From an optimization exercise on the open Yosys and OpenROAD flow, aimed at small area; shortcuts taken in it are not production practice. Function was checked by simulation only, so behaviour that the tests miss may differ from the original. Power figures rest on the tool's default switching activity, not on a simulated workload.

==> flow/design.v, too long to show whole: its modules and the start of the top module <==
// module axi_interconnect: 979 lines
// module axi_crossbar: 937 lines
// module axi_m2s_m3: 211 lines
// module axi_s2m_s3: 133 lines
// module axi_default_slave: 172 lines
// module axi_fifo_sync: 47 lines
// module axi_arbiter_m2s_m3: 137 lines
// module axi_arbiter_s2m_s3: 91 lines
// module rr_fixed_arbiter: 32 lines
// module sid_buffer: 101 lines
// module reorder: 96 lines
// module cross_4k_if: 134 lines
// module apb_regs_cfg: 186 lines
module axi_interconnect
      #(parameter W_CID  = 4            
                , W_ID   = 4            
                , W_ADDR = 32           
                , W_LEN  = 8            
                , W_DATA = 32           
                , W_STRB = (W_DATA/8)   
                , W_SID  = (W_CID+W_ID) 
       )
(
       input   wire                      AXI_RSTn
     , input   wire                      AXI_CLK
     , input   wire  [3*(W_ID-1+1)-1:0] M_AXI_AWID
     , input   wire  [3*(W_ADDR-1+1)-1:0] M_AXI_AWADDR
     , input   wire  [3*(W_LEN-1+1)-1:0] M_AXI_AWLEN
     , input   wire  [3*(2+1)-1:0] M_AXI_AWSIZE
     , input   wire  [3*(1+1)-1:0] M_AXI_AWBURST
     , input   wire  [3*(0+1)-1:0] M_AXI_AWVALID
     , output   wire  [3*(0+1)-1:0] M_AXI_AWREADY
     , input   wire  [3*(W_ID-1+1)-1:0] M_AXI_WID
     , input   wire  [3*(W_DATA-1+1)-1:0] M_AXI_WDATA
     , input   wire  [3*(W_STRB-1+1)-1:0] M_AXI_WSTRB
     , input   wire  [3*(0+1)-1:0] M_AXI_WLAST
     , input   wire  [3*(0+1)-1:0] M_AXI_WVALID
     , output   wire  [3*(0+1)-1:0] M_AXI_WREADY
     , output   wire  [3*(W_ID-1+1)-1:0] M_AXI_BID
     , output   wire  [3*(1+1)-1:0] M_AXI_BRESP
     , output   wire  [3*(0+1)-1:0] M_AXI_BVALID
     , input   wire  [3*(0+1)-1:0] M_AXI_BREADY
     , input   wire  [3*(W_ID-1+1)-1:0] M_AXI_ARID
     , input   wire  [3*(W_ADDR-1+1)-1:0] M_AXI_ARADDR
     , input   wire  [3*(W_LEN-1+1)-1:0] M_AXI_ARLEN
     , input   wire  [3*(2+1)-1:0] M_AXI_ARSIZE
     , input   wire  [3*(1+1)-1:0] M_AXI_ARBURST
     , input   wire  [3*(0+1)-1:0] M_AXI_ARVALID
     , output   wire  [3*(0+1)-1:0] M_AXI_ARREADY
     , output   wire  [3*(W_ID-1+1)-1:0] M_AXI_RID
     , output   wire  [3*(W_DATA-1+1)-1:0] M_AXI_RDATA
     , output   wire  [3*(1+1)-1:0] M_AXI_RRESP
     , output   wire  [3*(0+1)-1:0] M_AXI_RLAST
     , output   wire  [3*(0+1)-1:0] M_AXI_RVALID
     , input   wire  [3*(0+1)-1:0] M_AXI_RREADY
     , output   wire  [3*(W_SID-1+1)-1:0] S_AXI_AWID
     , output   wire  [3*(W_ADDR-1+1)-1:0] S_AXI_AWADDR
     , output   wire  [3*(W_LEN-1+1)-1:0] S_AXI_AWLEN
     , output   wire  [3*(2+1)-1:0] S_AXI_AWSIZE
     , output   wire  [3*(1+1)-1:0] S_AXI_AWBURST
     , output   wire  [3*(0+1)-1:0] S_AXI_AWVALID
     , input   wire  [3*(0+1)-1:0] S_AXI_AWREADY
     , output   wire  [3*(W_SID-1+1)-1:0] S_AXI_WID
     , output   wire  [3*(W_DATA-1+1)-1:0] S_AXI_WDATA
     , output   wire  [3*(W_STRB-1+1)-1:0] S_AXI_WSTRB
     , output   wire  [3*(0+1)-1:0] S_AXI_WLAST
     , output   wire  [3*(0+1)-1:0] S_AXI_WVALID
     , input   wire  [3*(0+1)-1:0] S_AXI_WREADY
     , input   wire  [3*(W_SID-1+1)-1:0] S_AXI_BID
     , input   wire  [3*(1+1)-1:0] S_AXI_BRESP
     , input   wire  [3*(0+1)-1:0] S_AXI_BVALID
     , output   wire  [3*(0+1)-1:0] S_AXI_BREADY
     , output   wire  [3*(W_SID-1+1)-1:0] S_AXI_ARID
     , output   wire  [3*(W_ADDR-1+1)-1:0] S_AXI_ARADDR
     , output   wire  [3*(W_LEN-1+1)-1:0] S_AXI_ARLEN
  // ...
==> flow/run.sh <==
#!/bin/bash
# synth_recipe.tcl (not shown) runs the flow's synth.tcl, then flattens the netlist and writes it again
# the make line also repeats each setting of config.mk as NAME=value (left out here)
make -C /OpenROAD-flow-scripts/flow DESIGN_CONFIG=/design/flow/config.mk WORK_HOME=/design/flow/orfs CLKGATE_MAP_FILE= SYNTH_SCRIPT=/design/flow/synth_recipe.tcl finish
==> flow/config.mk <==
export PLATFORM = sky130hd
export DESIGN_NAME = axi_interconnect
export DESIGN_NICKNAME = axi_interconnect
export VERILOG_FILES = /design/flow/design.v
export SDC_FILE = /design/flow/constraint.sdc
export NUM_CORES = 4
export LEC_CHECK = 0
export CAP_MARGIN = 20
export CORE_MARGIN = 2
export CORE_UTILIZATION = 40
export CTS_BUF_LIST = sky130_fd_sc_hd__clkbuf_4
export SLEW_MARGIN = 20
==> flow/constraint.sdc <==
create_clock -name core_clock -period 10.0 [get_ports {AXI_CLK}]
set_input_delay 2.0000 -clock core_clock [delete_from_list [all_inputs] [get_ports {AXI_CLK}]]
set_output_delay 2.0000 -clock core_clock [all_outputs]
set_load 0.01 [all_outputs]
==> impl_metrics.env, run 1 <==
export IMPL_status="finished clean"
export IMPL_grtUsageMet2_pct=39.6
export IMPL_synth_area_leaders="edfxtp_1 (65%), a22oi_1 (7.0%), dfxtp_1 (3.8%), ha_1 (3.1%), nand2_1 (2.4%)"
export IMPL_crit_chain="clkdlybuf4s50_1, ha_1, inv_1, fa_1, fa_1, fa_1, fa_1, inv_1, fa_1, fa_1, inv_1, fa_1, o21ai_0, o21bai_1, clkdlybuf4s50_1"
export IMPL_synth_simple_area_share_pct=6.78
export IMPL_yosysTopAreaCellShare_pct=64.6
export IMPL_p_switching_mw=13.6
export IMPL_fin_worst_skew_ns=0.191
export IMPL_wl_met2_mm=332
export IMPL_final_cell_mix="edfxtp_1 (4614), a22oi_1 (2002), clkbuf_4 (1974)"
export IMPL_async_flop_share_pct=0
export IMPL_synth_top_family_by_area="compound AO/OA/AOI/OAI gates"
export IMPL_cpPeakStageDelay_ns=0.53
export IMPL_hpwl_mm=525
export IMPL_synthAdderAreaFrac_pct=3.46
export IMPL_gp_congestion=0.939
export IMPL_wl_mm=753
export IMPL_grt_util_met3_pct=8.53
export IMPL_dr_max_layer_used="met5"
export IMPL_rsz0062_at_grt="false"
export IMPL_drv_cap=0
export IMPL_rows=268
export IMPL_place_area_um2=235000
export IMPL_cts_max_path_buffers=5
export IMPL_post_place_ws_ns=1.85
export IMPL_largest_class="registers"
export IMPL_antennaDiodeCount=105
export IMPL_setup_viol=0
export IMPL_grt_usage_pct=26.9
export IMPL_rr_endpoint="fifo_ar_sx[1].u_fifo_ar_sx.Mem1[18]"
export IMPL_buf_share_pct=6.28
export IMPL_clock_net_power_mw=17.7
export IMPL_cts_tree="yes"
export IMPL_postCtsHoldBufs=0
export IMPL_period_needed_ns=8.16
export IMPL_sh_seq_area_pct=58.2
export IMPL_drt_pre_antenna_iters=7
export IMPL_path_delay_family="adder cells"
export IMPL_drive_above_1_share_pct=15.7
export IMPL_synth_cells=15600
export IMPL_seqPwrFrac_pct=50.1
==> module axi_default_slave, before the edit <==
module axi_default_slave
     #(parameter W_CID  = 4         
               , W_ID   = 4         
               , W_ADDR = 32        
               , W_DATA = 32        
               , W_STRB = W_DATA/8  
               , W_SID  = W_CID+W_ID
      )
(
       input  wire                  AXI_RSTn
     , input  wire                  AXI_CLK
     , input  wire [W_SID-1:0]      AWID
     , input  wire [W_ADDR-1:0]     AWADDR
     , input  wire [ 7:0]           AWLEN
     , input  wire [ 2:0]           AWSIZE
     , input  wire [ 1:0]           AWBURST
     , input  wire                  AWVALID
     , output reg                   AWREADY
     , input  wire [W_SID-1:0]      WID
     , input  wire [W_DATA-1:0]     WDATA
     , input  wire [W_STRB-1:0]     WSTRB
     , input  wire                  WLAST
     , input  wire                  WVALID
     , output reg                   WREADY
     , output reg  [W_SID-1:0]      BID
     , output wire [ 1:0]           BRESP
     , output reg                   BVALID
     , input  wire                  BREADY
     , input  wire [W_SID-1:0]      ARID
     , input  wire [W_ADDR-1:0]     ARADDR
     , input  wire [ 7:0]           ARLEN
     , input  wire [ 2:0]           ARSIZE
     , input  wire [ 1:0]           ARBURST
     , input  wire                  ARVALID
     , output reg                   ARREADY
     , output reg  [W_SID-1:0]      RID
     , output wire [W_DATA-1:0]     RDATA
     , output wire [ 1:0]           RRESP
     , output reg                   RLAST
     , output reg                   RVALID
     , input  wire                  RREADY
);
     assign BRESP = 2'b11;  
     reg [W_SID-1:0] awid_reg;
     reg [7:0] remW;
     function [7:0] dec8;
         input [7:0] a;
         integer k;
         reg b;
         begin
             b = 1'b1;
             for (k = 0; k < 8; k = k + 1) begin
                 dec8[k] = a[k] ^ b;
                 b = b & ~a[k];
             end
         end
     endfunction
     localparam STW_IDLE   = 'h0,
                STW_RUN    = 'h1,
                STW_WAIT   = 'h2,
                STW_RSP    = 'h3;
     reg [1:0] stateW;
     always @ (posedge AXI_CLK) begin
         if (!AXI_RSTn) begin
             AWREADY   <= 1'b0;
             WREADY    <= 1'b0;
             BID       <=  'h0;
             BVALID    <= 1'b0;
             remW      <=  'h0;
             awid_reg  <=  'h0;
             stateW    <= STW_IDLE;
         end else begin
             case (stateW)
             STW_IDLE: begin
                 if (AWVALID==1'b1) begin
                     AWREADY <= 1'b1;
                     stateW  <= STW_RUN;
                 end
                 end
             STW_RUN: begin
                 if ((AWVALID==1'b1)&&(AWREADY==1'b1)) begin
                      AWREADY   <= 1'b0;
                      WREADY    <= 1'b1;
                      remW      <= AWLEN;
                      awid_reg  <= AWID;
                      stateW    <= STW_WAIT;
                 end
                 end
             STW_WAIT: begin
                 if (WVALID==1'b1) begin
                     if ((remW==8'd0)||(WLAST==1'b1)) begin
                         BID    <= awid_reg;
                         BVALID <= 1'b1;
                         WREADY <= 1'b0;
                         stateW <= STW_RSP;
                     end else begin
                         remW <= dec8(remW);
                     end
                 end
                 end
             STW_RSP: begin
                 if (BREADY==1'b1) begin
                     BVALID  <= 1'b0;
                     if (AWVALID==1'b1) begin
                         AWREADY <= 1'b1;
                         stateW  <= STW_RUN;
                     end else begin
                         stateW  <= STW_IDLE;
                     end
                 end
                 end
             endcase
         end
     end
     assign RRESP = 2'b11;  
     assign RDATA = ~'h0;
     reg [7:0] remR;
     localparam STR_IDLE   = 'h0,
                STR_RUN    = 'h1,
                STR_WAIT   = 'h2,
                STR_END    = 'h3;
     reg [1:0] stateR;
     always @ (posedge AXI_CLK) begin
         if (!AXI_RSTn) begin
             ARREADY   <= 1'b0;
             RID       <=  'h0;
             RLAST     <= 1'b0;
             RVALID    <= 1'b0;
             remR      <=  'h0;
             stateR    <= STR_IDLE;
         end else begin
             case (stateR)
             STR_IDLE: begin
                 if (ARVALID==1'b1) begin
                      ARREADY   <= 1'b1;
                      stateR    <= STR_RUN;
                 end
                 end
             STR_RUN: begin
                 if ((ARVALID==1'b1)&&(ARREADY==1'b1)) begin
                      ARREADY   <= 1'b0;
                      RID       <= ARID;
                      RVALID    <= 1'b1;
                      RLAST     <= (ARLEN=='h0) ? 1'b1 : 1'b0;
                      remR      <= ARLEN;
                      stateR    <= STR_WAIT;
                 end
                 end
             STR_WAIT: begin
                 if (RREADY==1'b1) begin
                     if (remR==8'd0) begin
                         RVALID  <= 1'b0;
                         RLAST   <= 1'b0;
                         stateR  <= STR_END;
                     end else begin
                         if (remR==8'd1) RLAST  <= 1'b1;
                         remR <= dec8(remR);
                     end
                 end
                 end
             STR_END: begin
                 if (ARVALID==1'b1) begin
                      ARREADY   <= 1'b1;
                      stateR    <= STR_RUN;
                 end else begin
                      stateR    <= STR_IDLE;
                 end
                 end
             endcase
         end
     end
endmodule
==> module axi_arbiter_m2s_m3, before the edit <==
module axi_arbiter_m2s_m3
#(parameter W_CID = 4
          , W_ID  = 4
          , W_SID = (W_CID+W_ID)
          , NUM   = 3
          )
(
      input  wire                  AXI_RSTn
    , input  wire                  AXI_CLK
    , input  wire                  AXI_CLKEN  
    , input  wire  [NUM-1:0]       AWSELECT
    , input  wire  [NUM-1:0]       AWVALID
    , input  wire  [NUM-1:0]       AWREADY
    , output wire  [NUM-1:0]       AWGRANT
    , input  wire  [NUM-1:0]       WSELECT
    , input  wire  [NUM-1:0]       WVALID
    , input  wire  [NUM-1:0]       WREADY
    , input  wire  [NUM-1:0]       WLAST
    , output wire  [NUM-1:0]       WGRANT
    , input  wire  [NUM-1:0]       ARSELECT
    , input  wire  [NUM-1:0]       ARVALID
    , input  wire  [NUM-1:0]       ARREADY
    , output wire  [NUM-1:0]       ARGRANT
    ,input   wire                  arbiter_type
);
localparam STAR_RUN = 'h0, STAR_WAIT = 'h1;
reg  [NUM-1:0] argrant_reg;
reg            stateAR;
always @(posedge AXI_CLK) if (AXI_CLKEN) begin
    if (!AXI_RSTn) begin
        argrant_reg <= 'h0;
        stateAR     <= STAR_RUN;
    end else begin
        case (stateAR)
            STAR_RUN: begin
                if (|ARGRANT) begin
                   if (~|(ARGRANT & ARREADY)) begin  
                       argrant_reg <= ARGRANT;
                       stateAR     <= STAR_WAIT;
                   end
                end
            end  
            STAR_WAIT: begin  
                if (|(ARGRANT & ARVALID & ARREADY)) begin
                    stateAR <= STAR_RUN;
                end
            end  
        endcase
    end
end
wire [2:0] ARREQ;
wire [2:0] ar_sel;
assign ARREQ = ARSELECT & ARVALID;
rr_fixed_arbiter #(.N(3)) u_arbiter_ar(
.clk          (AXI_CLK      ),
.clk_en       (AXI_CLKEN    ),
.rst_n        (AXI_RSTn     ),
.arbiter_type (arbiter_type ),
.req          (ARREQ        ),
.sel          (ar_sel       ) 
);
assign ARGRANT = (stateAR == STAR_RUN) ? ar_sel : argrant_reg;
localparam STAW_RUN = 'h0, STAW_WAIT = 'h1;
reg [NUM-1:0] awgrant_reg;
reg           stateAW;
always @(posedge AXI_CLK) if (AXI_CLKEN) begin
    if (!AXI_RSTn) begin
        awgrant_reg <=  'h0;
        stateAW     <= STAW_RUN;
    end else begin
    case (stateAW)
        STAW_RUN: begin
            if (|AWGRANT) begin
                if (~|(AWGRANT & AWREADY)) begin
                    awgrant_reg <= AWGRANT;
                    stateAW     <= STAW_WAIT;
                end
            end
        end  
        STAW_WAIT: begin
            if (|(AWGRANT & AWVALID & AWREADY)) begin
                stateAW     <= STAW_RUN;
            end
        end  
    endcase
    end
end
wire [2:0] AWREQ;
wire [2:0] aw_sel;
assign AWREQ = AWSELECT & AWVALID;
rr_fixed_arbiter #(.N(3)) u_arbiter_aw(
.clk          (AXI_CLK      ),
.clk_en       (AXI_CLKEN    ),
.rst_n        (AXI_RSTn     ),
.arbiter_type (arbiter_type ),
.req          (AWREQ        ),
.sel          (aw_sel       ) 
);
assign AWGRANT = ((stateAW == STAW_RUN)) ? aw_sel : awgrant_reg;
localparam STW_RUN = 'h0, STW_WAIT = 'h1;
reg [NUM-1:0] wgrant_reg;
reg         stateW;
always @(posedge AXI_CLK) if (AXI_CLKEN) begin
    if (!AXI_RSTn) begin
        wgrant_reg  <= 'h0;
        stateW      <= STW_RUN;
    end else begin
        case (stateW)
        STW_RUN: begin
             if (|WGRANT) begin
                if (~|(WGRANT & WREADY )) begin
                    wgrant_reg <= WGRANT;
                    stateW     <= STW_WAIT;
                end
             end
             end  
        STW_WAIT: begin
             if (|(WGRANT & WVALID & WREADY )) begin
                 stateW     <= STW_RUN;
             end
             end  
        endcase
    end
end
wire [2:0] WREQ;
wire [2:0] w_sel;
assign WREQ = WSELECT & WVALID;
rr_fixed_arbiter #(.N(3)) u_arbiter_w(
.clk          (AXI_CLK      ),
.clk_en       (AXI_CLKEN    ),
.rst_n        (AXI_RSTn     ),
.arbiter_type (arbiter_type ),
.req          (WREQ         ),
.sel          (w_sel        ) 
);
assign WGRANT = (stateW==STW_RUN) ? w_sel : wgrant_reg;
endmodule
==> module axi_arbiter_s2m_s3, before the edit <==
module axi_arbiter_s2m_s3
#(parameter NUM=3)
(
  input  wire           AXI_RSTn
, input  wire           AXI_CLK
, input  wire  [NUM:0]  BSELECT
, input  wire  [NUM:0]  BVALID
, input  wire  [NUM:0]  BREADY
, output wire  [NUM:0]  BGRANT
, input  wire  [NUM:0]  RSELECT
, input  wire  [NUM:0]  RVALID
, input  wire  [NUM:0]  RREADY
, input  wire  [NUM:0]  RLAST
, output wire  [NUM:0]  RGRANT
, input wire            arbiter_type
);
localparam  STR_RUN = 'h0, STR_WAIT= 'h1;
reg [NUM:0] rgrant_reg;
reg         stateR;
always @ (posedge AXI_CLK) begin
      if (!AXI_RSTn) begin
          rgrant_reg  <= 'h0;
          stateR      <= STR_RUN;
      end else begin
          case (stateR)
          STR_RUN: begin
               if (|RGRANT) begin
                  if (~|(RGRANT & RREADY )) begin
                      rgrant_reg <= RGRANT;
                      stateR     <= STR_WAIT;
                  end
               end
               end  
          STR_WAIT: begin
               if (|(RGRANT & RVALID & RREADY )) begin
                   stateR     <= STR_RUN;
               end
               end  
          endcase
      end
end
wire [3:0] RREQ;
wire [3:0] r_sel;
assign RREQ = RSELECT & RVALID;
rr_fixed_arbiter u_arbiter_r(
.clk          (AXI_CLK      ),
.clk_en       (1'b1         ),
.rst_n        (AXI_RSTn     ),
.arbiter_type (arbiter_type ),
.req          (RREQ         ),
.sel          (r_sel       ) 
);
assign RGRANT = (stateR==STR_RUN) ? r_sel : rgrant_reg;
localparam  STB_RUN = 'h0, STB_WAIT = 'h1;
reg [NUM:0] bgrant_reg;
reg         stateB;
always @ (posedge AXI_CLK) begin
      if (!AXI_RSTn) begin
          bgrant_reg  <= 'h0;
          stateB      <= STB_RUN;
      end else begin
          case (stateB)
          STB_RUN: begin
               if (|BGRANT) begin
                  if (~|(BGRANT&BREADY)) begin
                      bgrant_reg <= BGRANT;
                      stateB     <= STB_WAIT;
                  end
               end
               end  
          STB_WAIT: begin
               if (|(BGRANT&BVALID&BREADY)) begin
                   stateB     <= STB_RUN;
               end
               end  
          endcase
      end
end
wire [3:0] BREQ;
wire [3:0] b_sel;
assign BREQ = BSELECT & BVALID;
rr_fixed_arbiter u_arbiter_b(
.clk          (AXI_CLK      ),
.clk_en       (1'b1         ),
.rst_n        (AXI_RSTn     ),
.arbiter_type (arbiter_type ),
.req          (BREQ         ),
.sel          (b_sel       ) 
);
assign BGRANT = (stateB==STB_RUN) ? b_sel : bgrant_reg;
endmodule
==> module cross_4k_if, before the edit <==
module cross_4k_if #(
      parameter W_ID   = 4            
              , W_CID  = 4
              , W_ADDR = 32           
              , W_LEN  = 8
              , W_DATA = 32           
              , W_STRB = (W_DATA/8)   
              , W_SID  = (W_CID+W_ID) 
) (
      input                          clk        
    , input                          rst_n      
    , input  wire    [W_ID-1 :0]     m_axi_arid    
    , input  wire    [W_ADDR-1:0]    m_axi_araddr  
    , input  wire    [W_LEN-1 :0]    m_axi_arlen   
    , input  wire    [2 :0]          m_axi_arsize  
    , input  wire    [1 :0]          m_axi_arburst 
    , input  wire                    m_axi_arvalid 
    , output reg                     m_axi_arready 
    , input  wire    [W_ID-1 :0]     m_axi_awid    
    , input  wire    [W_ADDR-1:0]    m_axi_awaddr  
    , input  wire    [W_LEN-1 :0]    m_axi_awlen   
    , input  wire    [2 :0]          m_axi_awsize  
    , input  wire    [1 :0]          m_axi_awburst 
    , input  wire                    m_axi_awvalid 
    , output reg                     m_axi_awready 
    , output  reg    [W_ID-1:0]      s_axi_arid    
    , output  reg    [W_ADDR-1:0]    s_axi_araddr  
    , output  reg    [W_LEN-1:0]     s_axi_arlen   
    , output  reg    [2:0]           s_axi_arsize  
    , output  reg    [1:0]           s_axi_arburst 
    , output  reg                    s_axi_arvalid 
    , input   wire                   s_axi_arready
    , output  reg    [W_ID-1:0]      s_axi_awid    
    , output  reg    [W_ADDR-1:0]    s_axi_awaddr  
    , output  reg    [W_LEN-1:0]     s_axi_awlen   
    , output  reg    [2:0]           s_axi_awsize  
    , output  reg    [1:0]           s_axi_awburst 
    , output  reg                    s_axi_awvalid 
    , input   wire                   s_axi_awready
);
function [10:0] add10_8;           
    input [9:0] a;
    input [7:0] b;
    integer k;
    reg c;
    reg [9:0] bb;
    begin
        c = 1'b0;
        bb = {2'b00, b};
        for (k = 0; k < 10; k = k + 1) begin
            add10_8[k] = a[k] ^ bb[k] ^ c;
            c = (a[k] & bb[k]) | (c & (a[k] ^ bb[k]));
        end
        add10_8[10] = c;
    end
endfunction
function [17:0] inc18;
    input [17:0] a;
    input        ci;
    integer k;
    reg c;
    begin
        c = ci;
        for (k = 0; k < 18; k = k + 1) begin
            inc18[k] = a[k] ^ c;
            c = c & a[k];
        end
    end
endfunction
wire [10:0] ar_sum = add10_8(m_axi_araddr[11:2], m_axi_arlen);
wire [10:0] aw_sum = add10_8(m_axi_awaddr[11:2], m_axi_awlen);
wire ar_cross4k_flag = ar_sum[10];
wire aw_cross4k_flag = aw_sum[10];
wire [17:0] ar_t1l  = inc18({10'd0, ~m_axi_araddr[9:2]}, m_axi_araddr[1:0] == 2'b00);
wire [17:0] ar_t2l  = inc18({10'd0, ar_sum[7:0]}, m_axi_araddr[1:0] == 2'b11);
wire [17:0] aw_t1l  = inc18({10'd0, ~m_axi_awaddr[9:2]}, m_axi_awaddr[1:0] == 2'b00);
wire [17:0] aw_t2l  = inc18({10'd0, aw_sum[7:0]}, m_axi_awaddr[1:0] == 2'b11);
wire [7:0]  trans1_arlen = ar_t1l[7:0];
wire [7:0]  trans2_arlen = ar_t2l[7:0];
wire [7:0]  trans1_awlen = aw_t1l[7:0];
wire [7:0]  trans2_awlen = aw_t2l[7:0];
wire [17:0] ar_page2  = inc18(m_axi_araddr[29:12], 1'b1);
wire [17:0] aw_page2  = inc18(m_axi_awaddr[29:12], 1'b1);
reg [1:0] ST_AR_C4K, ST_AW_C4K;
localparam IDLE   = 2'h0,
           TRANS1 = 2'h1,
           TRANS2 = 2'h2;
always @(posedge clk) begin
    if (!rst_n) begin
        ST_AR_C4K <= IDLE;
    end else begin
        case (ST_AR_C4K)
            IDLE:    if (ar_cross4k_flag) ST_AR_C4K <= TRANS1;
            TRANS1:  if (s_axi_arready)   ST_AR_C4K <= TRANS2;
            TRANS2:  if (s_axi_arready)   ST_AR_C4K <= IDLE;
            default: ;
        endcase
    end
end
always @(posedge clk) begin
    if (!rst_n) begin
        ST_AW_C4K <= IDLE;
    end else begin
        case (ST_AW_C4K)
            IDLE:    if (aw_cross4k_flag) ST_AW_C4K <= TRANS1;
            TRANS1:  if (s_axi_awready)   ST_AW_C4K <= TRANS2;
            TRANS2:  if (s_axi_awready)   ST_AW_C4K <= IDLE;
            default: ;
        endcase
    end
end
wire ar_t1 = (ST_AR_C4K == TRANS1);
wire ar_t2 = (ST_AR_C4K == TRANS2);
wire ar_id = (ST_AR_C4K == IDLE);
wire aw_t1 = (ST_AW_C4K == TRANS1);
wire aw_t2 = (ST_AW_C4K == TRANS2);
wire aw_id = (ST_AW_C4K == IDLE);
always @(*) begin
    s_axi_arid    = m_axi_arid;
    s_axi_araddr  = ar_t2 ? {2'b00, ar_page2, 12'h000} : m_axi_araddr;
    s_axi_arlen   = ar_t1 ? trans1_arlen : ar_t2 ? trans2_arlen : m_axi_arlen;
    s_axi_arsize  = m_axi_arsize;
    s_axi_arburst = m_axi_arburst;
    s_axi_arvalid = m_axi_arvalid & (ar_t1 | ar_t2 | (ar_id & ~ar_cross4k_flag & s_axi_arready));
    m_axi_arready = ar_t2 | (ar_id & ~ar_cross4k_flag & s_axi_arready);
    s_axi_awid    = aw_t2 ? {m_axi_awid[3] ^ m_axi_awid[2], ~m_axi_awid[2], m_axi_awid[1:0]} : m_axi_awid;
    s_axi_awaddr  = aw_t2 ? {2'b00, aw_page2, 12'h000} : m_axi_awaddr;
    s_axi_awlen   = aw_t1 ? trans1_awlen : aw_t2 ? trans2_awlen : m_axi_awlen;
    s_axi_awsize  = m_axi_awsize;
    s_axi_awburst = m_axi_awburst;
    s_axi_awvalid = m_axi_awvalid & (aw_t1 | aw_t2 | (aw_id & ~aw_cross4k_flag & s_axi_awready));
    m_axi_awready = aw_t2 | (aw_id & ~aw_cross4k_flag & s_axi_awready);
end
endmodule
==> run 2, diff against run 1 <==
--- a/flow/design.v
+++ b/flow/design.v
@@ -2282,7 +2282,7 @@
      , input  wire                  WLAST
      , input  wire                  WVALID
      , output reg                   WREADY
-     , output reg  [W_SID-1:0]      BID
+     , output wire [W_SID-1:0]      BID
      , output wire [ 1:0]           BRESP
      , output reg                   BVALID
      , input  wire                  BREADY
@@ -2303,6 +2303,7 @@
      assign BRESP = 2'b11;  
      reg [W_SID-1:0] awid_reg;
      reg [7:0] remW;
+     assign BID = awid_reg;
      function [7:0] dec8;
          input [7:0] a;
          integer k;
@@ -2324,7 +2325,6 @@
          if (!AXI_RSTn) begin
              AWREADY   <= 1'b0;
              WREADY    <= 1'b0;
-             BID       <=  'h0;
              BVALID    <= 1'b0;
              remW      <=  'h0;
              awid_reg  <=  'h0;
@@ -2349,7 +2349,6 @@
              STW_WAIT: begin
                  if (WVALID==1'b1) begin
                      if ((remW==8'd0)||(WLAST==1'b1)) begin
-                         BID    <= awid_reg;
                          BVALID <= 1'b1;
                          WREADY <= 1'b0;
                          stateW <= STW_RSP;
@@ -2502,117 +2501,66 @@
     , output wire  [NUM-1:0]       ARGRANT
     ,input   wire                  arbiter_type
 );
-localparam STAR_RUN = 'h0, STAR_WAIT = 'h1;
-reg  [NUM-1:0] argrant_reg;
-reg            stateAR;
+reg  [NUM-1:0] ar_held;
+wire [2:0]     ar_sel;
+assign ARGRANT = (|ar_held) ? ar_held : ar_sel;
 always @(posedge AXI_CLK) if (AXI_CLKEN) begin
-    if (!AXI_RSTn) begin
-        argrant_reg <= 'h0;
-        stateAR     <= STAR_RUN;
+    if (!AXI_RSTn)
+        ar_held <= 'h0;
+    else if (~|ar_held) begin
+        if (|ARGRANT && ~|(ARGRANT & ARREADY)) ar_held <= ARGRANT;
     end else begin
-        case (stateAR)
-            STAR_RUN: begin
-                if (|ARGRANT) begin
-                   if (~|(ARGRANT & ARREADY)) begin  
-                       argrant_reg <= ARGRANT;
-                       stateAR     <= STAR_WAIT;
-                   end
-                end
-            end  
-            STAR_WAIT: begin  
-                if (|(ARGRANT & ARVALID & ARREADY)) begin
-                    stateAR <= STAR_RUN;
-                end
-            end  
-        endcase
+        if (|(ARGRANT & ARVALID & ARREADY)) ar_held <= 'h0;
     end
 end
-wire [2:0] ARREQ;
-wire [2:0] ar_sel;
-assign ARREQ = ARSELECT & ARVALID;
 rr_fixed_arbiter #(.N(3)) u_arbiter_ar(
 .clk          (AXI_CLK      ),
 .clk_en       (AXI_CLKEN    ),
 .rst_n        (AXI_RSTn     ),
 .arbiter_type (arbiter_type ),
-.req          (ARREQ        ),
-.sel          (ar_sel       ) 
+.req          (ARSELECT & ARVALID),
+.sel          (ar_sel       )
 );
-assign ARGRANT = (stateAR == STAR_RUN) ? ar_sel : argrant_reg;
-localparam STAW_RUN = 'h0, STAW_WAIT = 'h1;
-reg [NUM-1:0] awgrant_reg;
-reg           stateAW;
+reg  [NUM-1:0] aw_held;
+wire [2:0]     aw_sel;
+assign AWGRANT = (|aw_held) ? aw_held : aw_sel;
 always @(posedge AXI_CLK) if (AXI_CLKEN) begin
-    if (!AXI_RSTn) begin
-        awgrant_reg <=  'h0;
-        stateAW     <= STAW_RUN;
+    if (!AXI_RSTn)
+        aw_held <= 'h0;
+    else if (~|aw_held) begin
+        if (|AWGRANT && ~|(AWGRANT & AWREADY)) aw_held <= AWGRANT;
     end else begin
-    case (stateAW)
-        STAW_RUN: begin
-            if (|AWGRANT) begin
-                if (~|(AWGRANT & AWREADY)) begin
-                    awgrant_reg <= AWGRANT;
-                    stateAW     <= STAW_WAIT;
-                end
-            end
-        end  
-        STAW_WAIT: begin
-            if (|(AWGRANT & AWVALID & AWREADY)) begin
-                stateAW     <= STAW_RUN;
-            end
-        end  
-    endcase
+        if (|(AWGRANT & AWVALID & AWREADY)) aw_held <= 'h0;
     end
 end
-wire [2:0] AWREQ;
-wire [2:0] aw_sel;
-assign AWREQ = AWSELECT & AWVALID;
 rr_fixed_arbiter #(.N(3)) u_arbiter_aw(
 .clk          (AXI_CLK      ),
 .clk_en       (AXI_CLKEN    ),
 .rst_n        (AXI_RSTn     ),
 .arbiter_type (arbiter_type ),
-.req          (AWREQ        ),
-.sel          (aw_sel       ) 
+.req          (AWSELECT & AWVALID),
+.sel          (aw_sel       )
 );
-assign AWGRANT = ((stateAW == STAW_RUN)) ? aw_sel : awgrant_reg;
-localparam STW_RUN = 'h0, STW_WAIT = 'h1;
-reg [NUM-1:0] wgrant_reg;
-reg         stateW;
+reg  [NUM-1:0] w_held;
+wire [2:0]     w_sel;
+assign WGRANT = (|w_held) ? w_held : w_sel;
 always @(posedge AXI_CLK) if (AXI_CLKEN) begin
-    if (!AXI_RSTn) begin
-        wgrant_reg  <= 'h0;
-        stateW      <= STW_RUN;
+    if (!AXI_RSTn)
+        w_held <= 'h0;
+    else if (~|w_held) begin
+        if (|WGRANT && ~|(WGRANT & WREADY)) w_held <= WGRANT;
     end else begin
-        case (stateW)
-        STW_RUN: begin
-             if (|WGRANT) begin
-                if (~|(WGRANT & WREADY )) begin
-                    wgrant_reg <= WGRANT;
-                    stateW     <= STW_WAIT;
-                end
-             end
-             end  
-        STW_WAIT: begin
-             if (|(WGRANT & WVALID & WREADY )) begin
-                 stateW     <= STW_RUN;
-             end
-             end  
-        endcase
+        if (|(WGRANT & WVALID & WREADY)) w_held <= 'h0;
     end
 end
-wire [2:0] WREQ;
-wire [2:0] w_sel;
-assign WREQ = WSELECT & WVALID;
 rr_fixed_arbiter #(.N(3)) u_arbiter_w(
 .clk          (AXI_CLK      ),
 .clk_en       (AXI_CLKEN    ),
 .rst_n        (AXI_RSTn     ),
 .arbiter_type (arbiter_type ),
-.req          (WREQ         ),
-.sel          (w_sel        ) 
+.req          (WSELECT & WVALID),
+.sel          (w_sel        )
 );
-assign WGRANT = (stateW==STW_RUN) ? w_sel : wgrant_reg;
 endmodule
 module axi_arbiter_s2m_s3
 #(parameter NUM=3)
@@ -2630,80 +2578,46 @@
 , output wire  [NUM:0]  RGRANT
 , input wire            arbiter_type
 );
-localparam  STR_RUN = 'h0, STR_WAIT= 'h1;
-reg [NUM:0] rgrant_reg;
-reg         stateR;
-always @ (posedge AXI_CLK) begin
-      if (!AXI_RSTn) begin
-          rgrant_reg  <= 'h0;
-          stateR      <= STR_RUN;
-      end else begin
-          case (stateR)
-          STR_RUN: begin
-               if (|RGRANT) begin
-                  if (~|(RGRANT & RREADY )) begin
-                      rgrant_reg <= RGRANT;
-                      stateR     <= STR_WAIT;
-                  end
-               end
-               end  
-          STR_WAIT: begin
-               if (|(RGRANT & RVALID & RREADY )) begin
-                   stateR     <= STR_RUN;
-               end
-               end  
-          endcase
-      end
+reg  [NUM:0] r_held;
+wire [3:0]   r_sel;
+assign RGRANT = (|r_held) ? r_held : r_sel;
+always @(posedge AXI_CLK) begin
+    if (!AXI_RSTn)
+        r_held <= 'h0;
+    else if (~|r_held) begin
+        if (|RGRANT && ~|(RGRANT & RREADY)) r_held <= RGRANT;
+    end else begin
+        if (|(RGRANT & RVALID & RREADY)) r_held <= 'h0;
+    end
 end
-wire [3:0] RREQ;
-wire [3:0] r_sel;
-assign RREQ = RSELECT & RVALID;
 rr_fixed_arbiter u_arbiter_r(
 .clk          (AXI_CLK      ),
 .clk_en       (1'b1         ),
 .rst_n        (AXI_RSTn     ),
 .arbiter_type (arbiter_type ),
-.req          (RREQ         ),
-.sel          (r_sel       ) 
+.req          (RSELECT & RVALID),
+.sel          (r_sel        )
 );
-assign RGRANT = (stateR==STR_RUN) ? r_sel : rgrant_reg;
-localparam  STB_RUN = 'h0, STB_WAIT = 'h1;
-reg [NUM:0] bgrant_reg;
-reg         stateB;
-always @ (posedge AXI_CLK) begin
-      if (!AXI_RSTn) begin
-          bgrant_reg  <= 'h0;
-          stateB      <= STB_RUN;
-      end else begin
-          case (stateB)
-          STB_RUN: begin
-               if (|BGRANT) begin
-                  if (~|(BGRANT&BREADY)) begin
-                      bgrant_reg <= BGRANT;
-                      stateB     <= STB_WAIT;
-                  end
-               end
-               end  
-          STB_WAIT: begin
-               if (|(BGRANT&BVALID&BREADY)) begin
-                   stateB     <= STB_RUN;
-               end
-               end  
-          endcase
-      end
+reg  [NUM:0] b_held;
+wire [3:0]   b_sel;
+assign BGRANT = (|b_held) ? b_held : b_sel;
+always @(posedge AXI_CLK) begin
+    if (!AXI_RSTn)
+        b_held <= 'h0;
+    else if (~|b_held) begin
+        if (|BGRANT && ~|(BGRANT & BREADY)) b_held <= BGRANT;
+    end else begin
+        if (|(BGRANT & BVALID & BREADY)) b_held <= 'h0;
+    end
 end
-wire [3:0] BREQ;
-wire [3:0] b_sel;
-assign BREQ = BSELECT & BVALID;
 rr_fixed_arbiter u_arbiter_b(
 .clk          (AXI_CLK      ),
 .clk_en       (1'b1         ),
 .rst_n        (AXI_RSTn     ),
 .arbiter_type (arbiter_type ),
-.req          (BREQ         ),
-.sel          (b_sel       ) 
+.req          (BSELECT & BVALID),
+.sel          (b_sel        )
 );
-assign BGRANT = (stateB==STB_RUN) ? b_sel : bgrant_reg;
 endmodule
 module rr_fixed_arbiter #(parameter N = 4) (
     input          clk         ,
@@ -3007,20 +2921,22 @@
 wire [10:0] aw_sum = add10_8(m_axi_awaddr[11:2], m_axi_awlen);
 wire ar_cross4k_flag = ar_sum[10];
 wire aw_cross4k_flag = aw_sum[10];
-wire [17:0] ar_t1l  = inc18({10'd0, ~m_axi_araddr[9:2]}, m_axi_araddr[1:0] == 2'b00);
-wire [17:0] ar_t2l  = inc18({10'd0, ar_sum[7:0]}, m_axi_araddr[1:0] == 2'b11);
-wire [17:0] aw_t1l  = inc18({10'd0, ~m_axi_awaddr[9:2]}, m_axi_awaddr[1:0] == 2'b00);
-wire [17:0] aw_t2l  = inc18({10'd0, aw_sum[7:0]}, m_axi_awaddr[1:0] == 2'b11);
-wire [7:0]  trans1_arlen = ar_t1l[7:0];
-wire [7:0]  trans2_arlen = ar_t2l[7:0];
-wire [7:0]  trans1_awlen = aw_t1l[7:0];
-wire [7:0]  trans2_awlen = aw_t2l[7:0];
 wire [17:0] ar_page2  = inc18(m_axi_araddr[29:12], 1'b1);
 wire [17:0] aw_page2  = inc18(m_axi_awaddr[29:12], 1'b1);
 reg [1:0] ST_AR_C4K, ST_AW_C4K;
 localparam IDLE   = 2'h0,
            TRANS1 = 2'h1,
            TRANS2 = 2'h2;
+wire ar_t1 = (ST_AR_C4K == TRANS1);
+wire ar_t2 = (ST_AR_C4K == TRANS2);
+wire ar_id = (ST_AR_C4K == IDLE);
+wire aw_t1 = (ST_AW_C4K == TRANS1);
+wire aw_t2 = (ST_AW_C4K == TRANS2);
+wire aw_id = (ST_AW_C4K == IDLE);
+wire [17:0] ar_lenx = inc18({10'd0, ar_t1 ? ~m_axi_araddr[9:2] : ar_t2 ? ar_sum[7:0] : m_axi_arlen},
+                            ar_t1 ? (m_axi_araddr[1:0] == 2'b00) : ar_t2 & (m_axi_araddr[1:0] == 2'b11));
+wire [17:0] aw_lenx = inc18({10'd0, aw_t1 ? ~m_axi_awaddr[9:2] : aw_t2 ? aw_sum[7:0] : m_axi_awlen},
+                            aw_t1 ? (m_axi_awaddr[1:0] == 2'b00) : aw_t2 & (m_axi_awaddr[1:0] == 2'b11));
 always @(posedge clk) begin
     if (!rst_n) begin
         ST_AR_C4K <= IDLE;
@@ -3045,23 +2961,17 @@
         endcase
     end
 end
-wire ar_t1 = (ST_AR_C4K == TRANS1);
-wire ar_t2 = (ST_AR_C4K == TRANS2);
-wire ar_id = (ST_AR_C4K == IDLE);
-wire aw_t1 = (ST_AW_C4K == TRANS1);
-wire aw_t2 = (ST_AW_C4K == TRANS2);
-wire aw_id = (ST_AW_C4K == IDLE);
 always @(*) begin
     s_axi_arid    = m_axi_arid;
     s_axi_araddr  = ar_t2 ? {2'b00, ar_page2, 12'h000} : m_axi_araddr;
-    s_axi_arlen   = ar_t1 ? trans1_arlen : ar_t2 ? trans2_arlen : m_axi_arlen;
+    s_axi_arlen   = ar_lenx[7:0];
     s_axi_arsize  = m_axi_arsize;
     s_axi_arburst = m_axi_arburst;
     s_axi_arvalid = m_axi_arvalid & (ar_t1 | ar_t2 | (ar_id & ~ar_cross4k_flag & s_axi_arready));
     m_axi_arready = ar_t2 | (ar_id & ~ar_cross4k_flag & s_axi_arready);
     s_axi_awid    = aw_t2 ? {m_axi_awid[3] ^ m_axi_awid[2], ~m_axi_awid[2], m_axi_awid[1:0]} : m_axi_awid;
     s_axi_awaddr  = aw_t2 ? {2'b00, aw_page2, 12'h000} : m_axi_awaddr;
-    s_axi_awlen   = aw_t1 ? trans1_awlen : aw_t2 ? trans2_awlen : m_axi_awlen;
+    s_axi_awlen   = aw_lenx[7:0];
     s_axi_awsize  = m_axi_awsize;
     s_axi_awburst = m_axi_awburst;
     s_axi_awvalid = m_axi_awvalid & (aw_t1 | aw_t2 | (aw_id & ~aw_cross4k_flag & s_axi_awready));
==> flow/flow/run.sh (new file) <==
#!/bin/bash
set -euo pipefail
cd "$(dirname "$0")/.."
bash standard.sh \
  "BUFFER_PORTS_ARGS=-buffer_cell sky130_fd_sc_hd__buf_1" \
  "CTS_ARGS=-sink_clustering_enable -repair_clock_nets -dont_use_dummy_load -sink_clustering_size 25 -sink_clustering_max_diameter 100" \
  finish > make_finish.log 2>&1
==> flow/standard.sh (new file) <==
#!/bin/bash
# synth_recipe.tcl (not shown) runs the flow's synth.tcl, then flattens the netlist and writes it again
# the make line also repeats each setting of config.mk as NAME=value (left out here)
make -C /OpenROAD-flow-scripts/flow DESIGN_CONFIG=/design/flow/config.mk WORK_HOME=/design/flow/orfs CLKGATE_MAP_FILE= SYNTH_SCRIPT=/design/flow/synth_recipe.tcl "${@:-finish}"
--- a/flow/config.mk
+++ b/flow/config.mk
@@ -8,5 +8,6 @@
 export CAP_MARGIN = 20
 export CORE_MARGIN = 2
 export CORE_UTILIZATION = 40
-export CTS_BUF_LIST = sky130_fd_sc_hd__clkbuf_4
+export CTS_CLUSTER_DIAMETER = 100
+export CTS_CLUSTER_SIZE = 25
 export SLEW_MARGIN = 20
removed: flow/run.sh
==> run 2 against run 1 <==
Still clean. Hold slack lost 0.011 ns. Area after synthesis shrank 0.46%. Utilization shrank 3.5 points. Critical path type is now register to register. Critical endpoint is now u_ar_sid_buffer.sid_buf[3][4]. Largest power group unchanged.
==> impl_metrics.env, run 2 <==
export IMPL_status="finished clean"
export IMPL_via_per_inst=6.10
export IMPL_synth_edf_count=4605
export IMPL_die_area_um2=539000
export IMPL_grt_util_met3_pct=5.53
export IMPL_cts_resized=0
export IMPL_die_x_um=734
export IMPL_final_antenna_net_count=0
export IMPL_p_per_area_nw_per_um2=280
export IMPL_rr_endpoint="u_ar_sid_buffer.sid_buf[3][4]"
export IMPL_critPathKind="register to register"
export IMPL_grt_pass1_vias=132000
export IMPL_setup_viol=0
export IMPL_async_flop_share_pct=0
export IMPL_start_util_pct=40.1
export IMPL_holdWs_ns=0.455
export IMPL_syn_to_final_growth_pct=9.10
export IMPL_fin_ws_ns=2.06
export IMPL_grt_util_met1_pct=36.7
export IMPL_post_place_ws_ns=2.36
export IMPL_core_um2=532000
export IMPL_hold_path_endpoint="u_axi_crossbar.u_axi_default_slave.remR[3]"
export IMPL_period_needed_ns=7.94
export IMPL_hold_path_class="register to register"
export IMPL_cts_htree_levels=4
export IMPL_rr_worst_depth=17
export IMPL_synthTopCellsByCount="edfxtp_1 (4605), a22oi_1 (1960), nand2_1 (1434), clkbuf_1 (868), nor2_1 (694)"
export IMPL_cp_required_ns=10.79
export IMPL_cts_max_path_buffers=4
export IMPL_final_core_util_pct=43.8
export IMPL_synth_area_leaders="edfxtp_1 (65%), a22oi_1 (6.9%), dfxtp_1 (3.6%), ha_1 (2.8%), nand2_1 (2.5%)"
export IMPL_synthesis_area_um2=213000
export IMPL_drt_iter0_markers=18900
export IMPL_post_cts_setup_buffer_count=0
export IMPL_power_leakage_nw=76.7
export IMPL_clock_sinks=4992
export IMPL_die_y_um=734
export IMPL_hold_path_startpoint="u_axi_crossbar.u_axi_default_slave.remR[3]"
export IMPL_critPathMaxFanout=43
export IMPL_final_cell_mix="edfxtp_1 (4605), a22oi_1 (1960), nand2_1 (1430)"
export IMPL_ys_flop_type="edfxtp_1"
export IMPL_drt_pre_antenna_iters=7
export IMPL_syn_avg_cell_area_um2=13.8
export IMPL_regToRegStartpoint="fifo_r_sx[2].u_fifo_r_sx.fifo_head[0]"
export IMPL_gp_congestion=0.928
export IMPL_synth_cells=15500
export IMPL_wl_mm=735
export IMPL_fin_nets=17600
export IMPL_cts_tree="yes"
export IMPL_clock_root_buffer="clkbuf_16"
export IMPL_route_vias_total=143000
export IMPL_relSlewSlack_pct=13.2
export IMPL_stdcell_area_um2=233000
export IMPL_r2r_slack_ns=2.06
export IMPL_rsz0062_at_grt="false"
export IMPL_wl_per_cell_um=31.3
export IMPL_hpwl_mm=522
export IMPL_arrival_ns=8.74
export IMPL_seq_area_frac_synth_pct=68.4
export IMPL_tns_ns=0
export IMPL_cts_inserted_buffers=237
export IMPL_path_clk_slew_ns=0.10
export IMPL_port_buffers=1271
export IMPL_ys_seq_elements=4992
export IMPL_hold_violations=0
export IMPL_grt_pass1_wl_mm=1010
export IMPL_yosysTopAreaCellShare_pct=64.8
export IMPL_maxSlewViolCount=0
export IMPL_fin_worst_skew_ns=0.165
export IMPL_place_area_um2=227000
export IMPL_grtUsageMet2_pct=40.0
export IMPL_ioPinCount=1325
export IMPL_hold_path_depth=2
export IMPL_worst_pin_slew_ns=1.29
export IMPL_clk_insertion_delay_late_ns=1.07
export IMPL_cp_end_kind="register"
export IMPL_synth_top_cell_by_area="edfxtp_1"
export IMPL_fmax_mhz=126
export IMPL_grt_overflow=0
export IMPL_grt_usage_pct=26.0
export IMPL_yosys_warnings=26
export IMPL_finalCritPeriodShare_pct=79.4
export IMPL_drc=0
export IMPL_drive_above_1_share_pct=6.73
export IMPL_drv_cap=0
export IMPL_ir_worst_vdd_uv=198
export IMPL_grt_busiest_layer="met2"
export IMPL_netlist_cell_type_count=111
export IMPL_grt_max_degree=121
export IMPL_rows=268
export IMPL_crit_path_start_kind="register"
export IMPL_fillers=47800
export IMPL_postCtsHoldBufs=0
export IMPL_yosysMostFrequentCell="edfxtp_1"
export IMPL_layout_commonest_cell="edfxtp_1"
export IMPL_antenna_found_initial=190
run 2: cell types whose count changed after synthesis, sizes merged, moves of 41 or more:
| cell | previous run | this run |
|---|---|---|
| o21ai | 413 | 354 |
| a21oi | 440 | 387 |
| nand2 | 1383 | 1436 |
| xnor2 | 325 | 282 |
| ha | 525 | 483 |
| a22oi | 2002 | 1961 |
| and2 | 155 | 114 |
| nand2b | 60 | 19 |
run 2: critical path, cell delays in order (launching register included):
cell      delay, ns
dfxtp_1        0.42
inv_1          0.11
ha_1           0.21
buf_4          0.30
a22oi_1        0.64
o211ai_1       0.39
nor2_1         0.49
o311ai_0       0.34
nand2_1        0.59
mux2i_1        0.22
o211ai_1       0.80
nand2_2        0.42
a311oi_1       0.64
o311ai_0       0.21
nor4_1         0.47
nand4_1        0.60
nand3_1        0.70
o31ai_1        0.17
run 2: worst max-delay path by stage:
stage	startpoint	end	slack [ns]	cells after the start
5_1_grt	fifo_r_sx[2].u_fifo_r_sx.fifo_head[0]	u_ar_sid_buffer.sid_buf[3][2]	1.70	17
4_1_cts	fifo_r_sx[1].u_fifo_r_sx.fifo_head[0]	fifo_ar_sx[2].u_fifo_ar_sx.Mem1[38]	2.36	17
3_3_place_gp	fifo_w_mx[2].u_fifo_w_mx.fifo_head[0]	fifo_aw_sx[0].u_fifo_aw_sx.Mem1[34]	2.43	18
6_report	fifo_r_sx[2].u_fifo_r_sx.fifo_head[0]	u_ar_sid_buffer.sid_buf[3][4]	2.06	17
3_5_place_dp	fifo_w_mx[2].u_fifo_w_mx.fifo_head[0]	fifo_aw_sx[0].u_fifo_aw_sx.Mem1[34]	2.36	18
2_1_floorplan	M_AXI_ARADDR[34]	M_AXI_ARREADY[1]	3.09	14
run 2: layer usage:
metal  part of all wire (%)  routed length, µm  vias up
li1                       -                  -    62300
met1                     41             304000    72100
met2                     45             330000     7481
met3                    9.6              70800     1119
met4                    4.0              29000       82
met5                  0.074                543        -
run 2: layout make-up:
| type | count | area (µm²) | area share (%) |
|---|---|---|---|
| inverters | 450 | 1700 | 0.729 |
| multi-input cells | 9004 | 62400 | 26.8 |
| well taps | 7020 | 8780 | 3.77 |
| diodes | 77 | 193 | 0.0827 |
| clock buffers | 237 | 5930 | 2.55 |
| repair buffers | 1666 | 7840 | 3.37 |
| flip-flops and latches | 4992 | 146000 | 62.7 |
run 2: cells by family (layout without fill, tap and decap cells):
group,count (synthesis),count (layout),share of synthesized area [%]
mux,239,239,1.19
compound gates,4591,4591,15.8
xor+xnor,433,433,1.78
flops,4992,4992,68.4
fa+ha+maj,525,525,3.23
simple gates,3198,3198,6.86
buf+inv,1505,2353,2.77
other cells,2,95,0.00352
run 2: report_power, final:
part	internal, mW	switching, mW
Sequential	27.5	1.15
Combinational	6.70	19.3
Clock	4.21	6.35
Total	38.4	26.8
run 2: stage by stage:
stage	power, mW	cells
after detailed placement	54.7	23100
final	65.2	23400
after floorplan	42.4	15500
after CTS	64.9	23400
after global routing	67.5	23400
after global placement	54.3	23100
==> run 3, diff against run 2 <==
==> flow/flow/run.sh (replaced) <==
#!/bin/bash
set -euo pipefail
cd "$(dirname "$0")/.."
bash standard.sh \
  "BUFFER_PORTS_ARGS=-buffer_cell sky130_fd_sc_hd__buf_1" \
  "CTS_ARGS=-sink_clustering_enable -repair_clock_nets -dont_use_dummy_load -sink_clustering_size 25 -sink_clustering_max_diameter 100" \
  "RECOVER_POWER=100" \
  finish > make_finish.log 2>&1
==> run 3 against run 2 <==
The layout now fails its checks (capacitance limit, slew limit). Sequential share of layout area grew 0.18 points. Register-to-register slack lost 0.97 ns. Die area is the same. Total power is essentially flat. Global-route usage is the same. Clock power is essentially flat. Clock skew grew 0.0050 ns. Critical endpoint is now u_ar_sid_buffer.sid_buf[3][3].
==> impl_metrics.env, run 3 <==
export IMPL_cpMostUsedCell="a221oi_1"
export IMPL_wl_per_cell_um=31.3
export IMPL_fin_ws_ns=1.08
export IMPL_start_util_pct=40.1
export IMPL_p_per_area_nw_per_um2=281
export IMPL_rr_worst_depth=18
export IMPL_hold_path_endpoint="u_axi_crossbar.u_axi_default_slave.remR[3]"
export IMPL_crit_path_start_kind="register"
export IMPL_synth_top_cell_by_area="edfxtp_1"
export IMPL_die_area_um2=539000
export IMPL_layout_commonest_cell="edfxtp_1"
export IMPL_pwr_share_comb_pct=39.7
export IMPL_final_antenna_net_count=0
export IMPL_cts_resized=0
export IMPL_route_vias_total=144000
export IMPL_p_sw_share_pct=41.2
export IMPL_power_leakage_nw=76.3
export IMPL_antenna_found_initial=189
export IMPL_hold_path_class="register to register"
export IMPL_tns_ns=0
export IMPL_hold_path_depth=2
export IMPL_final_cell_mix="edfxtp_1 (4605), a22oi_1 (1961), nand2_1 (1430)"
export IMPL_finalNonFillerCells=23500
export IMPL_r2r_slack_ns=1.08
export IMPL_crit_cells=18
export IMPL_grt_pass1_vias=132000
export IMPL_p_int_mw=38.4
export IMPL_cts_max_path_buffers=4
export IMPL_seqPwrFrac_pct=44.1
export IMPL_gp_congestion=0.928
export IMPL_yosysTopAreaCellShare_pct=64.8
export IMPL_arrival_ns=9.71
export IMPL_post_place_ws_ns=2.36
export IMPL_async_flop_share_pct=0
export IMPL_crit_end="u_ar_sid_buffer.sid_buf[3][3]"
export IMPL_drc=0
export IMPL_holdWs_ns=0.455
export IMPL_grt_overflow=0
export IMPL_via_per_inst=6.12
export IMPL_cts_htree_levels=4
export IMPL_clk_insertion_delay_late_ns=1.07
export IMPL_violations="capacitance limit, slew limit"
export IMPL_synth_area_leaders="edfxtp_1 (65%), a22oi_1 (6.9%), dfxtp_1 (3.6%), ha_1 (2.8%), nand2_1 (2.5%)"
export IMPL_clock_net_power_mw=10.6
export IMPL_die_x_um=734
export IMPL_clock_sinks=4992
export IMPL_synthesis_area_um2=213000
export IMPL_path_clk_slew_ns=0.10
export IMPL_finalCritPeriodShare_pct=89.2
export IMPL_cts_tree="yes"
export IMPL_rows=268
export IMPL_status="finished with violations"
export IMPL_drt_pre_antenna_iters=6
export IMPL_syn_to_final_growth_pct=8.78
export IMPL_relSlewSlack_pct=-194
export IMPL_pg_comb_mw=25.9
export IMPL_grt_max_degree=121
export IMPL_post_cts_setup_buffer_count=0
export IMPL_wl_mm=735
export IMPL_drv_cap=103
export IMPL_hpwl_mm=522
export IMPL_setup_viol=0
export IMPL_fmax_mhz=112
export IMPL_synthTopCellsByCount="edfxtp_1 (4605), a22oi_1 (1960), nand2_1 (1434), clkbuf_1 (868), nor2_1 (694)"
export IMPL_cp_required_ns=10.80
export IMPL_worst_pin_slew_ns=4.40
export IMPL_regToRegStartpoint="fifo_r_sx[2].u_fifo_r_sx.fifo_head[0]"
export IMPL_ioPinCount=1325
export IMPL_critPathKind="register to register"
export IMPL_ir_worst_vdd_uv=198
export IMPL_hold_violations=0
export IMPL_core_um2=532000
export IMPL_grt_pass1_wl_mm=1010
export IMPL_port_buffers=1271
export IMPL_cpPeakStageDelay_ns=1.53
export IMPL_synth_edf_count=4605
export IMPL_ys_seq_elements=4992
export IMPL_power_leader="registers"
export IMPL_critPathMaxFanout=43
export IMPL_synth_cells=15500
export IMPL_rsz0062_at_grt="false"
export IMPL_die_y_um=734
export IMPL_fin_nets=17600
export IMPL_maxSlewViolCount=4263
export IMPL_ys_flop_type="edfxtp_1"
export IMPL_period_needed_ns=8.92
export IMPL_clock_root_buffer="clkbuf_16"
export IMPL_startpoint="fifo_r_sx[2].u_fifo_r_sx.fifo_head[0]"
export IMPL_drive_above_1_share_pct=4.96
export IMPL_crit_chain="inv_1, ha_1, buf_4, a22oi_1, o211ai_1, nor2_1, or4_1, nand2_1, nor4_4, clkbuf_1, a221oi_1, nor3_1, a311oi_1, a21oi_1, a221oi_1, nand4_1, nand3_1, o41ai_1"
export IMPL_fin_worst_skew_ns=0.170
export IMPL_cts_inserted_buffers=237
export IMPL_yosys_warnings=26
export IMPL_grt_usage_pct=26.0
export IMPL_seq_area_frac_synth_pct=68.4
export IMPL_drt_iter0_markers=19300
export IMPL_path_delay_family="simple AND/OR/NAND/NOR gates"
export IMPL_p_switching_mw=26.8
export IMPL_syn_avg_cell_area_um2=13.8
export IMPL_postCtsHoldBufs=0
export IMPL_rr_endpoint="u_ar_sid_buffer.sid_buf[3][3]"
export IMPL_hold_path_startpoint="u_axi_crossbar.u_axi_default_slave.remR[3]"
export IMPL_place_inst=23100
export IMPL_pg_seq_mw=28.7
export IMPL_crit_buf_inv=3
export IMPL_cp_end_kind="register"
export IMPL_yosysMostFrequentCell="edfxtp_1"
export IMPL_netlist_cell_type_count=111
export IMPL_clock_power_share_pct=16.2
export IMPL_critPathSlowestCell="clkbuf_1"
run 3: changes by cell type in the layout (fill, tap and decap cells not counted), moves of 25 or more:
cell and delta:
and2_0 +48, and2_1 -29, and3_1 +25, buf_1 -62, buf_4 -109, clkbuf_1 +163, mux2_1 +97, mux2_2 -97
run 3: cells by family (layout without fill, tap and decap cells):
family / Yosys count / count (layout) / share of synthesized area, %
xor gates and xnor gates: 433 / 433 / 1.78
and+or+nand+nor: 3198 / 3198 / 6.86
adders and majority gates: 525 / 525 / 3.23
AOI/OAI and AO/OA: 4591 / 4591 / 15.8
buffers and inverters: 1505 / 2353 / 2.77
DFF: 4992 / 4992 / 68.4
muxes: 239 / 239 / 1.19
other: 2 / 104 / 0.00352
run 3: power by group through the flow:
stage          Combinational (mW)  Sequential [mW]  Clock (mW)
3_3_place_gp                 25.3             29.0           0
3_5_place_dp                 25.6             29.1           0
4_1_cts                      25.7             28.6        10.6
2_1_floorplan                13.9             28.5           0
run 3: final cells by class:
cell class,instances,area [µm²]
Sequential cell,4992,146000
Clock buffer,237,5930
Fill cell,47900,300000
Antenna cell,86,215
Multi-Input combinational cell,9004,62100
Tap cell,7020,8780
Inverter,450,1700
Timing Repair Buffer,1666,7410
run 3: layer usage:
metal	track usage [%]	vias up	share of wire, %
met5	0	-	0.074
met4	8.88	82	4.0
met3	5.53	1183	9.8
li1	-	62300	-
met2	40.0	7689	45
met1	36.7	72300	41
run 3: how the worst max path moves through the flow:
stage | to | slack (ns) | depth (start not counted)
after floorplan | M_AXI_ARREADY[1] | 3.09 | 14
after global placement | fifo_aw_sx[0].u_fifo_aw_sx.Mem1[34] | 2.43 | 18
after detailed placement | fifo_aw_sx[0].u_fifo_aw_sx.Mem1[34] | 2.36 | 18
after CTS | fifo_ar_sx[2].u_fifo_ar_sx.Mem1[38] | 2.36 | 17
run 3: metrics by stage:
stage               utilization [%]  power (mW)  cell area, µm²
floorplan                         -        42.4          213000
global placement               42.6        54.3          227000
detailed placement             42.6        54.7          227000
CTS                            43.7        64.9          233000
global route                   43.6        67.5          232000
finish                         43.6        65.2          232000
==> run 4, diff against run 3 <==
==> flow/run.sh (new file) <==
#!/bin/bash
# synth_recipe.tcl (not shown) runs the flow's synth.tcl, then flattens the netlist and writes it again
# the make line also repeats each setting of config.mk as NAME=value (left out here)
make -C /OpenROAD-flow-scripts/flow DESIGN_CONFIG=/design/flow/config.mk WORK_HOME=/design/flow/orfs CLKGATE_MAP_FILE= SYNTH_SCRIPT=/design/flow/synth_recipe.tcl finish
removed: flow/flow/run.sh
removed: flow/standard.sh
==> run 4 against run 3 <==
The run now finishes clean. Flip-flop and latch count unchanged. Area after synthesis unchanged. Maximum frequency up 9.1%. Non-clock buffer count up 14. Clock skew down 0.078 ns. Die area unchanged.
==> impl_metrics.env, run 4 <==
export IMPL_status="finished clean"
export IMPL_ys_flop_type="edfxtp_1"
export IMPL_grt_pass1_wl_mm=1020
export IMPL_stdcell_area_um2=242000
export IMPL_cts_htree_levels=4
export IMPL_drive_above_1_share_pct=7.08
export IMPL_synthesis_area_um2=213000
export IMPL_start_util_pct=40.1
export IMPL_p_per_area_nw_per_um2=282
export IMPL_critPathKind="primary input to output pin"
export IMPL_crit_end="M_AXI_AWREADY[2]"
export IMPL_clk_insertion_delay_late_ns=1.04
export IMPL_gp_congestion=0.920
export IMPL_startpoint="M_AXI_AWADDR[66]"
export IMPL_core_um2=532000
export IMPL_grt_pass1_vias=133000
export IMPL_rows=268
export IMPL_synth_top_cell_by_area="edfxtp_1"
export IMPL_clock_sinks=4992
export IMPL_seq_area_frac_synth_pct=68.4
export IMPL_final_cell_mix="edfxtp_1 (4605), a22oi_1 (1960), nand2_1 (1429)"
export IMPL_yosysMostFrequentCell="edfxtp_1"
export IMPL_cp_required_ns=8.00
export IMPL_layout_commonest_cell="edfxtp_1"
export IMPL_port_buffers=1271
export IMPL_netlist_cell_type_count=111
export IMPL_die_area_um2=539000
export IMPL_grt_max_degree=88
export IMPL_die_x_um=734
export IMPL_cts_tree="yes"
export IMPL_final_antenna_net_count=0
export IMPL_cp_end_kind="output pin"
export IMPL_synth_cells=15500
export IMPL_hold_violations=0
export IMPL_cts_max_path_buffers=4
export IMPL_grt_usage_pct=26.1
export IMPL_rr_endpoint="fifo_aw_sx[2].u_fifo_aw_sx.Mem2[41]"
export IMPL_ir_worst_vdd_uv=230
export IMPL_fin_worst_skew_ns=0.0920
export IMPL_fillers=47000
export IMPL_cts_inserted_buffers=239
export IMPL_cts_resized=0
export IMPL_die_y_um=734
export IMPL_rsz0062_at_grt="false"
export IMPL_arrival_ns=6.17
export IMPL_place_area_um2=235000
export IMPL_critPathMaxFanout=3
export IMPL_maxSlewViolCount=0
export IMPL_grt_overflow=0
export IMPL_via_per_inst=6.07
export IMPL_finalCritPeriodShare_pct=81.7
export IMPL_ioPinCount=1325
export IMPL_syn_to_final_growth_pct=13.5
export IMPL_async_flop_share_pct=0
export IMPL_synth_area_leaders="edfxtp_1 (65%), a22oi_1 (6.9%), dfxtp_1 (3.6%), ha_1 (2.8%), nand2_1 (2.5%)"
export IMPL_power_leakage_nw=80.8
export IMPL_wl_per_cell_um=31.1
export IMPL_antenna_found_initial=149
export IMPL_fin_nets=17600
export IMPL_synth_edf_count=4605
export IMPL_drv_cap=0
export IMPL_synthTopCellsByCount="edfxtp_1 (4605), a22oi_1 (1960), nand2_1 (1434), clkbuf_1 (868), nor2_1 (694)"
export IMPL_fmax_mhz=122
export IMPL_postCtsHoldBufs=0
export IMPL_worst_pin_slew_ns=1.30
export IMPL_route_vias_total=143000
export IMPL_yosys_warnings=26
export IMPL_post_cts_setup_buffer_count=0
export IMPL_rr_worst_depth=18
export IMPL_path_clk_slew_ns=0.10
export IMPL_tns_ns=0
export IMPL_r2r_slack_ns=2.18
export IMPL_syn_avg_cell_area_um2=13.8
export IMPL_hold_path_class="register to register"
export IMPL_crit_path_start_kind="primary input"
export IMPL_hpwl_mm=522
export IMPL_period_needed_ns=8.17
export IMPL_drt_iter0_markers=18100
export IMPL_relSlewSlack_pct=13.6
export IMPL_clock_root_buffer="clkbuf_16"
export IMPL_drc=0
export IMPL_setup_viol=0
export IMPL_regToRegStartpoint="fifo_aw_mx[2].u_fifo_aw_mx.fifo_head[0]"
export IMPL_wl_mm=735
export IMPL_ys_seq_elements=4992
export IMPL_drt_pre_antenna_iters=9
export IMPL_yosysTopAreaCellShare_pct=64.8
## run 4: metal layers
metal / global-route usage (%) / up-vias / part of all wire, %
met1: 36.2 / 72500 / 41
li1: - / 62500 / -
met4: 8.94 / 64 / 3.9
met2: 40.3 / 7277 / 45
met3: 6.30 / 1127 / 10
met5: 0 / - / 0.058
## run 4: critical path: stages
cell,delay (ns)
clkdlybuf4s50_1,0.54
ha_1,0.18
inv_1,0.05
fa_1,0.38
fa_1,0.40
fa_1,0.41
fa_1,0.37
inv_1,0.08
fa_1,0.17
fa_1,0.16
inv_1,0.05
fa_1,0.39
o21ai_0,0.36
o21bai_1,0.13
clkdlybuf4s50_1,0.51
## run 4: power breakdown
part | switching (mW) | internal, mW | leakage (nW)
logic | 19.4 | 8.68 | 31.7
registers | 1.16 | 27.5 | 45.6
clock network | 6.81 | 4.70 | 3.47
## run 4: final cells by class
type	count	area, µm²	area share [%]
sequential	4992	146000	60.3
antenna	63	158	0.0651
multi-input combinational	9004	62400	25.8
tap	7020	8780	3.63
clock buffer	376	6560	2.71
inverter	450	1700	0.701
clock inverter	48	739	0.305
timing repair buffer	1680	15800	6.53
## run 4: how the worst min path moves through the flow
stage	start	endpoint	slack, ns	cells past startpoint
2_1_floorplan	u_axi_crossbar.u_axi_default_slave.remR[1]	u_axi_crossbar.u_axi_default_slave.remR[1]	0.43	2
3_3_place_gp	u_axi_crossbar.u_axi_default_slave.remR[3]	u_axi_crossbar.u_axi_default_slave.remR[3]	0.44	2
3_5_place_dp	u_axi_crossbar.u_axi_default_slave.remR[1]	u_axi_crossbar.u_axi_default_slave.remR[1]	0.45	2
4_1_cts	u_axi_crossbar.u_axi_default_slave.remR[1]	u_axi_crossbar.u_axi_default_slave.remR[1]	0.46	2
5_1_grt	u_axi_crossbar.u_axi_default_slave.remR[1]	u_axi_crossbar.u_axi_default_slave.remR[1]	0.48	2
6_report	u_axi_crossbar.u_axi_default_slave.remR[1]	u_axi_crossbar.u_axi_default_slave.remR[1]	0.46	2
## run 4: logic make-up after synthesis
logic type                 count (synthesis)  share of synthesized area [%]
AOI/OAI and AO/OA                       4591                           15.8
xor gates and xnor gates                 433                           1.78
adders and majority gates                525                           3.23
buffers and inverters                   1505                           2.77
DFF                                     4992                           68.4
muxes                                    239                           1.19
other                                      2                        0.00352
and+or+nand+nor                         3198                           6.86
## run 4: through the flow
| stage | total power, mW | cells | setup slack (ns) | hold WS [ns] | util (%) |
|---|---|---|---|---|---|
| global placement | 56.3 | 23100 | 1.83 | 0.440 | 44.1 |
| floorplan | 42.4 | 15500 | 3.09 | 0.432 | - |
| detailed placement | 56.8 | 23100 | 1.85 | 0.446 | 44.1 |
| global route | 70.7 | 23600 | 1.65 | 0.484 | 45.5 |
| CTS | 68.0 | 23600 | 1.82 | 0.461 | 45.5 |
| finish | 68.2 | 23600 | 1.83 | 0.459 | 45.5 |

what the ideal ports hide:
Ports are ideal in the flow. The routed layouts listed here were re-timed in OpenROAD. Step 1: set_driving_cell puts a clkbuf_16 on AXI_CLK and a buf_2 on each other input, an assumption about the parent block. Step 2, shift: input delay + t, output delay - t, t = (earliest + latest rising clock arrival at the registers) / 2. This alone moves slack from input paths to output paths. a / b / c = ideal / step 1 / step 2; a / b = the first two.
| run | shift t [ns] | setup slack, ns | worst register clock-pin slew, ns |
|---|---|---|---|
| run 1 | 1.841 | 1.843 / 1.819 / 1.819 | 0.08 / 0.08 |
| run 2 | 1.107 | 2.055 / 2.055 / 2.055 | 0.11 / 0.11 |
| run 3 | 1.108 | 1.084 / 1.084 / 0.934 | 0.11 / 0.11 |
| run 4 | 1.109 | 1.825 / 1.803 / 1.803 | 0.11 / 0.11 |
For run 3, which loses most, drivers alone change the setup slack by 0.000 ns; drivers and shift together by -0.150 ns.
